Context: an optimization exercise on an open-source flow, tuned for small area. The choices shown serve that exercise and are no tape-out recipe. Where RTL was checked, it was by simulation tests only, not by an equivalence proof against the original. The clock port is modelled as an ideal driver; clocking choices that lean on that would not hold on a real chip. Power figures rest on the tool's default switching activity, not on a simulated workload.

Setup of exp/raven:
==> flow/design.v (excerpt) <==
module home_automation (
    input clk,
    input rst,
    output trig,
    input echo,
    output scl,
    input sda_i,
    output sda_o,
    input [3:0] sw,
    output [2:0] led,
    output [7:0] temp
);
For scale: roughly 170 flip-flops, about 22 I/O pins, ~0.0084 mm2 of cells after synthesis.
==> flow/config.mk <==
export PLATFORM = sky130hd
export DESIGN_NAME = home_automation
export DESIGN_NICKNAME = home_automation
export VERILOG_FILES = /design/flow/design.v
export SDC_FILE = /design/flow/constraint.sdc
export NUM_CORES = 4
export LEC_CHECK = 0
export ABC_AREA = 1
export CAP_MARGIN = 20
export CORE_MARGIN = 2
export CORE_UTILIZATION = 65
export CTS_BUF_LIST = sky130_fd_sc_hd__clkbuf_8
export SLEW_MARGIN = 20
==> flow/constraint.sdc <==
create_clock -name core_clock -period 30.0 [get_ports {clk}]
set_input_delay 6.0000 -clock core_clock [delete_from_list [all_inputs] [get_ports {clk}]]
set_output_delay 6.0000 -clock core_clock [all_outputs]
set_load 0.01 [all_outputs]
standard.sh (not shown) runs the stock make flow with config.mk's settings and CLKGATE_MAP_FILE= SYNTH_SCRIPT=/design/flow/synth_recipe.tcl, a recipe that flattens the netlist after the stock synthesis.
==> flow/flow/run.sh <==
#!/bin/bash
export BUFFER_PORTS_ARGS="-buffer_cell sky130_fd_sc_hd__buf_1"
export CTS_ARGS="-sink_clustering_enable -sink_clustering_size 30 -sink_clustering_max_diameter 200 -sink_buffer_max_cap_derate 0.5 -dont_use_dummy_load -buf_list sky130_fd_sc_hd__clkbuf_8 -repair_clock_nets"
bash standard.sh > standard_flow.log 2>&1
Relative to exp/raven, the following input files were edited for exp/ember:
Settings: putting CTS_CLUSTER_SIZE at 40 where nothing was set; clearing ABC_AREA, which used to be 1; putting CTS_CLUSTER_DIAMETER at 300 where nothing was set.
==> flow/flow/run.sh <==
#!/bin/bash
export BUFFER_PORTS_ARGS="-buffer_cell sky130_fd_sc_hd__buf_1"
export CTS_ARGS="-sink_clustering_enable -dont_use_dummy_load -root_buf sky130_fd_sc_hd__clkbuf_8 -buf_list sky130_fd_sc_hd__clkbuf_4 -repair_clock_nets"
export POST_CTS_TCL="$PWD/flow/post_cts.tcl"
bash standard.sh > standard_flow.log 2>&1
==> flow/flow/post_cts.tcl (new file) <==
set n_up 0
foreach inst [get_cells *] {
  if { [get_property $inst ref_name] ne "sky130_fd_sc_hd__clkbuf_4" } { continue }
  set fanout 0
  foreach pin [get_pins -of_objects $inst] {
    if { [get_property $pin direction] eq "output" } {
      set net [get_nets -of_objects $pin]
      set fanout [expr { [llength [get_pins -of_objects $net]] - 1 }]
    }
  }
  if { $fanout > 11 } {
    replace_cell $inst sky130_fd_sc_hd__clkbuf_8
    incr n_up
  }
}
puts "post_cts: upsized $n_up clock buffers"
if { $n_up > 0 } {
  detailed_placement
  estimate_parasitics -placement
}
==> comparison <==
Re cell count: exp/ember and exp/raven aren't equal, and the higher value belongs to exp/raven.
Compare exp/ember and exp/raven | final area higher: exp/raven
exp/ember ended up with a lower first-pass GRT wire length than exp/raven did.
The inputs of exp/sierra differ from those of exp/ember as listed below.
--- a/flow/flow/run.sh
+++ b/flow/flow/run.sh
@@ -3,3 +3,4 @@
 export CTS_ARGS="-sink_clustering_enable -dont_use_dummy_load -root_buf sky130_fd_sc_hd__clkbuf_8 -buf_list sky130_fd_sc_hd__clkbuf_4 -repair_clock_nets"
 export POST_CTS_TCL="$PWD/flow/post_cts.tcl"
+export POST_FLOORPLAN_TCL="$PWD/flow/post_floorplan.tcl"
 bash standard.sh > standard_flow.log 2>&1
==> flow/flow/post_floorplan.tcl (new file) <==
# After floorplan: every combinational cell is set to the lowest drive strength
# of its function (synthesis sized some up for its own load model); repair_design
# in placement then upsizes or buffers wherever slew or load needs it.
set n_down 0
foreach inst [get_cells *] {
  set m [get_property $inst ref_name]
  if { ![regexp {^(sky130_fd_sc_hd__[a-z0-9]+)_([0-9]+)$} $m -> base drv] } { continue }
  if { $drv <= 1 } { continue }
  if { [regexp {df|clk|conb|tap|dly|fill|decap|lpflow|diode} $base] } { continue }
  foreach d {1 0} {
    if { [llength [get_lib_cells -quiet */${base}_$d]] > 0 } {
      replace_cell $inst ${base}_$d
      incr n_down
      break
    }
  }
}
puts "post_floorplan: set $n_down cells to their lowest drive strength"
[summary]
Total power went up slightly going from exp/ember to exp/sierra.
exp/ember → exp/sierra: required time of the critical path shows no meaningful change, global routing usage on met2 shows an increase of 0.19 points.
Between exp/ember and exp/sierra, the post-layout instance area does not differ in any meaningful way.
Looking at switching power, exp/sierra sits about 1.8% higher than exp/ember does.
The cell count was comparable across exp/ember and exp/sierra.
Against exp/ember as the reference, exp/sierra delivers a higher minimum clock period after layout.

The RTL this note starts from:
==> flow/design.v <==
`timescale 1ns / 1ps
module home_automation (
    input clk,
    input rst,
    output trig,
    input echo,
    output scl,
    input sda_i,
    output sda_o,
    input [3:0] sw,
    output [2:0] led,
    output [7:0] temp
);
    reg [14:0] tl;
    reg trig_r;
    wire tl_s = (tl == 15'h24f5);
    wire tl_c = (tl == 15'h74ac);
    always @(posedge clk or posedge rst) begin
        if (rst) begin
            tl <= 15'h24f5;
            trig_r <= 0;
        end else begin
            tl <= {tl[13:0], ~(tl[14] ^ tl[13]) ^ tl_s};
            trig_r <= tl_s | (trig_r & !tl_c);
        end
    end
    assign trig = trig_r;
    reg meas;
    reg [5:0] dur;
    reg dvalid;
    reg near;
    reg far;
    always @(posedge clk or posedge rst) begin
        if (rst) begin
            meas <= 0;
            dvalid <= 0;
            near <= 1;
        end else begin
            meas <= echo;
            if (!echo && meas) begin
                dvalid <= 1;
                near <= !far;
            end
        end
    end
    always @(posedge clk) begin
        dur <= (echo && !meas) ? 6'd0 : {dur[4:0], ~(dur[5] ^ dur[4])};
        far <= !(echo && !meas) && (far || dur == 6'h2a);
    end
    localparam [2:0] S_IDLE = 3'b000, S_START = 3'b001, S_RS = 3'b010, S_STOP = 3'b011,
                     S_SA = 3'b100, S_SR = 3'b101, S_RA = 3'b110, S_RD = 3'b111;
    reg [2:0] state;
    reg [4:0] dc;
    reg [2:0] bc;
    reg [2:0] bn;
    reg cal_done;
    reg scl_out, sda_out;
    reg [4:0] tempr;
    wire bus = state[2];
    wire tick = bus && dc[1];
    wire idle = (state == S_IDLE);
    wire iblk = idle && (dc == 5'd31);
    wire wdone = idle ? (bn == 3'd5 && bc == 3'd1 && dc == 5'd16) : (dc[4] & dc[2]);
    wire rd = (state == S_RD);
    wire sample = rd && tick && scl_out;
    wire adv = rd && tick && !scl_out;
    wire bdec = tick && !scl_out;
    wire bend = bdec && (bc == 3'd0);
    wire [7:0] sdata = (state == S_SA) ? 8'hDC : (cal_done ? 8'hFA : 8'h88);
    always @(posedge clk or posedge rst) begin
        if (rst) begin
            state <= S_IDLE;
            scl_out <= 1;
            sda_out <= 1;
            dc <= 0;
            bc <= 3'd7;
            bn <= 3'd6;
            cal_done <= 0;
        end else begin
            dc <= (bus ? dc[1] : wdone) ? 5'd0 : dc + 1'b1;
            if (tick) scl_out <= ~scl_out;
            if (bdec || iblk) bc <= bc - 1'b1;
            else if (state == S_START && wdone) bc <= 3'd7;
            if (tick && scl_out && !state[1]) sda_out <= sdata[bc];
            if (!bus && wdone) begin
                case (state)
                    S_IDLE: state <= S_START;
                    S_START: begin state <= S_SA; sda_out <= 0; end
                    S_RS: begin state <= S_RA; sda_out <= 1; end
                    default: begin state <= S_IDLE; sda_out <= 0; scl_out <= 0; end
                endcase
            end
            if (bend) bn <= (state == S_RA) ? {1'b0, cal_done, cal_done} : bn + 1'b1;
            else if (iblk && bc == 3'd0) bn <= bn + 1'b1;
            if (bend) begin
                case (state)
                    S_SA: state <= S_SR;
                    S_SR: state <= S_RS;
                    S_RA: state <= S_RD;
                    default: if (bn == 3'd5) begin
                        state <= S_STOP;
                        cal_done <= 1;
                    end
                endcase
            end
        end
    end
    assign scl = scl_out;
    assign sda_o = sda_out;
    reg [15:0] t1r, t2r, t3r;
    reg [31:0] p;
    reg [20:0] x;
    wire [15:0] t2 = {t2r[7:0], t2r[15:8]};
    wire ph0 = rd && tick && (cal_done ? (bn == 3'd3) : (bn == 3'd4)) && (bc[2] || (bc == 3'd3 && scl_out));
    wire lo = sample && (cal_done ? (bn == 3'd4) : (bn == 3'd5));
    wire hi = sample && cal_done && (bn == 3'd5);
    wire shr8 = adv && cal_done && (bn == 3'd4) && (bc == 0);
    wire cap = sample && (bc == 0) && (bn == 3'd5);
    wire cph = (rd && !scl_out && bc == 0 && bn == 3'd5) ||
               ((state == S_STOP) && !dc[4] && !(dc[3] && dc[2] && (dc[1] || dc[0])));
    wire dsum = (state == S_STOP) && (dc[4:0] == 5'd13);
    wire dstep = (state == S_STOP) && (dc[4:0] >= 5'd14) && (dc[4:0] <= 5'd18);
    wire last = (state == S_STOP) && dc[4] && dc[2];
    wire t1bit = t1r[7] && !(lo && bc == 0);
    wire rbit = lo && cal_done && sda_i;
    wire dig_en = (ph0 || lo) && (t1bit ^ rbit);
    wire dig_neg = (ph0 || lo) && t1bit && !rbit;
    wire dig_pos = (ph0 || lo) && !t1bit && rbit;
    wire dq = (p[9:0] >= 10'd400);
    reg [34:0] yv;
    always @(*) begin
        yv = 35'd0;
        if (ph0 || lo) yv[31:0] = {{16{dig_neg}}, (t2 & {16{dig_pos}}) | (~t2 & {16{dig_neg}})};
        if (hi && sda_i) yv[23:8] = t2;
        if (cph && t3r[7]) yv[20:0] = x;
        if (dsum) yv[33:13] = x;
        if (dstep && dq) yv[9:0] = 10'd225;
    end
    wire [34:0] av = {2'b00, p, 1'b0};
    wire [35:0] cy;
    wire [34:0] s;
    assign cy[0] = dig_neg;
    genvar gi;
    generate
        for (gi = 0; gi < 35; gi = gi + 1) begin : rca
            assign s[gi] = av[gi] ^ yv[gi] ^ cy[gi];
            assign cy[gi + 1] = (av[gi] & yv[gi]) | (av[gi] & cy[gi]) | (yv[gi] & cy[gi]);
        end
    endgenerate
    wire step = ph0 || lo || hi || cph || dstep;
    wire pclr = (state == S_IDLE) || cap;
    wire pen = pclr || shr8 || dsum || step;
    wire [31:0] pd = shr8 ? {8'd0, p[31:8]} : ({32{!pclr}} & (dsum ? {s[31:10], s[34:25]} : s[31:0]));
    always @(posedge clk) begin
        if (pen) p <= pd;
        if (cap) x <= s[31:11];
        if (sample && !cal_done && bn[2:1] == 2'b00) t1r <= {t1r[14:0], sda_i};
        else if (ph0 || (lo && bc != 0)) t1r <= {t1r[14:0], t1r[15]};
        if (sample && !cal_done && bn[2:1] == 2'b01) t2r <= {t2r[14:0], sda_i};
        if (sample && !cal_done && bn[2:1] == 2'b10) t3r <= {t3r[14:0], sda_i};
        else if (cph) t3r <= {t3r[14:0], t3r[15]};
    end
    always @(posedge clk or posedge rst) begin
        if (rst) tempr <= 0;
        else if (last) tempr <= p[4:0];
    end
    assign temp = {3'b000, tempr};
    reg code_ok;
    reg [14:0] bl;
    reg bh;
    reg blink_r;
    reg light_r, fan_r;
    always @(posedge clk or posedge rst) begin
        if (rst) code_ok <= 0;
        else code_ok <= (sw == 4'b1010);
    end
    wire bl_e = (bl == 15'h24f5);
    wire bl_h = (bl == 15'h7843);
    always @(posedge clk or posedge rst) begin
        if (rst) begin
            bl <= 15'h49eb;
            bh <= 1;
            blink_r <= 0;
        end else begin
            blink_r <= !code_ok && bh;
            if (!code_ok) begin
                bl <= {bl[13:0], ~(bl[14] ^ bl[13]) ^ bl_e};
                if (bl_h) bh <= 0;
                else if (bl_e) bh <= 1;
            end
        end
    end
    always @(posedge clk or posedge rst) begin
        if (rst) begin
            light_r <= 0;
            fan_r <= 0;
        end else begin
            if (dvalid && near && code_ok) begin
                light_r <= 1;
                fan_r <= 1;
            end else begin
                light_r <= 0;
            end
            if (tempr > 5'd25 && code_ok) fan_r <= 1;
            else if (!near) fan_r <= 0;
        end
    end
    assign led = {blink_r, fan_r, light_r};
endmodule
==> flow/config.mk <==
export PLATFORM = sky130hd
export DESIGN_NAME = home_automation
export DESIGN_NICKNAME = home_automation
export VERILOG_FILES = /design/flow/design.v
export SDC_FILE = /design/flow/constraint.sdc
export NUM_CORES = 4
export LEC_CHECK = 0
export CAP_MARGIN = 20
export CORE_MARGIN = 2
export CORE_UTILIZATION = 65
export CTS_BUF_LIST = sky130_fd_sc_hd__clkbuf_8
export CTS_CLUSTER_DIAMETER = 300
export CTS_CLUSTER_SIZE = 40
export SLEW_MARGIN = 20
==> flow/constraint.sdc <==
create_clock -name core_clock -period 30.0 [get_ports {clk}]
set_input_delay 6.0000 -clock core_clock [delete_from_list [all_inputs] [get_ports {clk}]]
set_output_delay 6.0000 -clock core_clock [all_outputs]
set_load 0.01 [all_outputs]
==> flow/flow/run.sh <==
#!/bin/bash
export BUFFER_PORTS_ARGS="-buffer_cell sky130_fd_sc_hd__buf_1"
export CTS_ARGS="-sink_clustering_enable -dont_use_dummy_load -root_buf sky130_fd_sc_hd__clkbuf_8 -buf_list sky130_fd_sc_hd__clkbuf_4 -repair_clock_nets"
export POST_CTS_TCL="$PWD/flow/post_cts.tcl"
export POST_FLOORPLAN_TCL="$PWD/flow/post_floorplan.tcl"
bash standard.sh > standard_flow.log 2>&1
==> flow/flow/post_cts.tcl <==
set n_up 0
foreach inst [get_cells *] {
  if { [get_property $inst ref_name] ne "sky130_fd_sc_hd__clkbuf_4" } { continue }
  set fanout 0
  foreach pin [get_pins -of_objects $inst] {
    if { [get_property $pin direction] eq "output" } {
      set net [get_nets -of_objects $pin]
      set fanout [expr { [llength [get_pins -of_objects $net]] - 1 }]
    }
  }
  if { $fanout > 11 } {
    replace_cell $inst sky130_fd_sc_hd__clkbuf_8
    incr n_up
  }
}
puts "post_cts: upsized $n_up clock buffers"
if { $n_up > 0 } {
  detailed_placement
  estimate_parasitics -placement
}
==> flow/flow/post_floorplan.tcl <==
# After floorplan: every combinational cell is set to the lowest drive strength
# of its function (synthesis sized some up for its own load model); repair_design
# in placement then upsizes or buffers wherever slew or load needs it.
set n_down 0
foreach inst [get_cells *] {
  set m [get_property $inst ref_name]
  if { ![regexp {^(sky130_fd_sc_hd__[a-z0-9]+)_([0-9]+)$} $m -> base drv] } { continue }
  if { $drv <= 1 } { continue }
  if { [regexp {df|clk|conb|tap|dly|fill|decap|lpflow|diode} $base] } { continue }
  foreach d {1 0} {
    if { [llength [get_lib_cells -quiet */${base}_$d]] > 0 } {
      replace_cell $inst ${base}_$d
      incr n_down
      break
    }
  }
}
puts "post_floorplan: set $n_down cells to their lowest drive strength"
Change:
==> flow/flow/run.sh (replaced) <==
#!/bin/bash
export BUFFER_PORTS_ARGS="-buffer_cell sky130_fd_sc_hd__buf_1"
export CTS_ARGS="-dont_use_dummy_load -buf_list sky130_fd_sc_hd__clkbuf_8 -repair_clock_nets"
bash standard.sh > standard_flow.log 2>&1
removed: flow/flow/post_cts.tcl
removed: flow/flow/post_floorplan.tcl
Result:
- clock-buffer cell count does not change
- sequential share of layout area shrinks by 0.71 points
- sequential power barely changes
- cell count is unchanged
- synthesized cell count does not change
- setup slack loses 0.0052 ns
Function was not checked in any run of this note: the RTL went through the layout flow alone.

wip/quartz:
Another version of the RTL of home_automation (not shown whole).
For scale: roughly 660 cells after synthesis, roughly 170 flip-flops, ~22 I/O pins, about 8400 µm² of cells after synthesis.
export LEC_CHECK = 0
export CAP_MARGIN = 20
export CORE_MARGIN = 2
export CORE_UTILIZATION = 65
export CTS_BUF_LIST = sky130_fd_sc_hd__clkbuf_8
export CTS_CLUSTER_DIAMETER = 300
export CTS_CLUSTER_SIZE = 40
export SLEW_MARGIN = 20
create_clock -name core_clock -period 30.0 [get_ports {clk}]
==> flow/flow/run.sh <==
#!/bin/bash
export BUFFER_PORTS_ARGS="-buffer_cell sky130_fd_sc_hd__buf_1"
export CTS_ARGS="-sink_clustering_enable -sink_clustering_size 40 -sink_clustering_max_diameter 300 -sink_buffer_max_cap_derate 1.0 -buf_list sky130_fd_sc_hd__clkbuf_8 -repair_clock_nets"
bash standard.sh > standard_flow.log 2>&1
wip/quartz reached the end of the flow, and the finished layout is clean on the timing, design-rule and antenna checks.
Relative to wip/quartz, the following input files were edited for wip/sierra:
==> flow/flow/run.sh <==
#!/bin/bash
export BUFFER_PORTS_ARGS="-buffer_cell sky130_fd_sc_hd__buf_1"
export CTS_ARGS="-sink_clustering_enable -dont_use_dummy_load -root_buf sky130_fd_sc_hd__clkbuf_8 -buf_list \"sky130_fd_sc_hd__clkbuf_4 sky130_fd_sc_hd__clkbuf_8\" -repair_clock_nets"
bash standard.sh > standard_flow.log 2>&1
--- outcome ---
wip/sierra completed; timing, DRC and antenna clean
Diode insertion count for antenna repair: wip/quartz vs wip/sierra identical
Diff wip/quartz -> wip/sierra: post-layout minimum cycle time picked up an extra 0.039 ns; power dropped 0.053 mW.
Re switching portion of total power: wip/sierra and wip/quartz aren't equal, and the higher value belongs to wip/quartz.
Measured against each other, wip/sierra and wip/quartz differ in setup slack of the critical path after layout, the higher figure coming from wip/quartz.
Met2 capacity usage during global routing: wip/quartz vs wip/sierra, no meaningful difference
Utilization (higher): wip/quartz
wip/sierra ends up with a post-detailed-routing wire length that is 52 µm lower than in wip/quartz.
Layout-stage area growth over the synthesis result was lower in the run labelled wip/sierra.
Diff wip/quartz -> wip/sierra: final period utilization has remained practically unchanged, sequential group power was more or less identical.
Changes in wip/lagoon relative to wip/sierra:
==> flow/flow/run.sh <==
#!/bin/bash
export BUFFER_PORTS_ARGS="-buffer_cell sky130_fd_sc_hd__buf_1"
export CTS_ARGS="-sink_clustering_enable -sink_clustering_size 30 -sink_clustering_max_diameter 200 -sink_buffer_max_cap_derate 0.5 -dont_use_dummy_load -buf_list sky130_fd_sc_hd__clkbuf_8 -repair_clock_nets"
bash standard.sh > standard_flow.log 2>&1
## What came out
[compare] base=wip/sierra new=wip/lagoon: setup skew after layout ~0 delta, wire length the detailed router placed on met1 ~0 delta. The fraction of the cycle the final worst path needs on wip/lagoon is in line with that on wip/sierra. Reported for wip/lagoon and wip/sierra, cell area after synthesis turned out identical to the last digit. Per the comparison of wip/lagoon with wip/sierra, fraction of standard cell area that is sequential about even, wire length of the first global-routing pass about even, worst slack at placement about even. In terms of proportion of power drawn by the clock network, wip/lagoon and wip/sierra differ only marginally.

## what the ideal ports hide
Ports are ideal in the flow. The routed layouts listed here were re-timed in OpenROAD. Step 1, drivers: a clkbuf_16 drives clk and a buf_2 each remaining input, both assumed. Step 2, shift: input delay + t, output delay - t, t = (earliest + latest rising clock arrival at the registers) / 2. This alone moves slack from input paths to output paths. Three values: ideal ports, drivers, drivers and shift; two values: the first two.
| run | shift t [ns] | setup WS [ns] | cell pins on the clock port's net |
|---|---|---|---|
| exp/raven | 0.479 | 10.570 / 10.590 / 10.111 | 1 |
| exp/ember | 0.452 | 10.190 / 10.202 / 9.750 | 1 |
| exp/sierra | 0.451 | 9.664 / 9.681 / 9.230 | 1 |
| the first run of note 2 | 0.460 | 10.108 / 10.126 / 9.666 | 1 |
| the second run of note 2 | 0.480 | 10.103 / 10.117 / 9.636 | 1 |
| wip/quartz | 0.492 | 10.341 / 10.361 / 9.869 | 1 |
| wip/sierra | 0.475 | 10.302 / 10.324 / 9.849 | 1 |
| wip/lagoon | 0.475 | 10.302 / 10.324 / 9.849 | 1 |
After both steps setup and hold are still met in every run listed. For wip/quartz, which loses most, drivers alone change the setup slack by +0.020 ns; drivers and shift together by -0.472 ns.
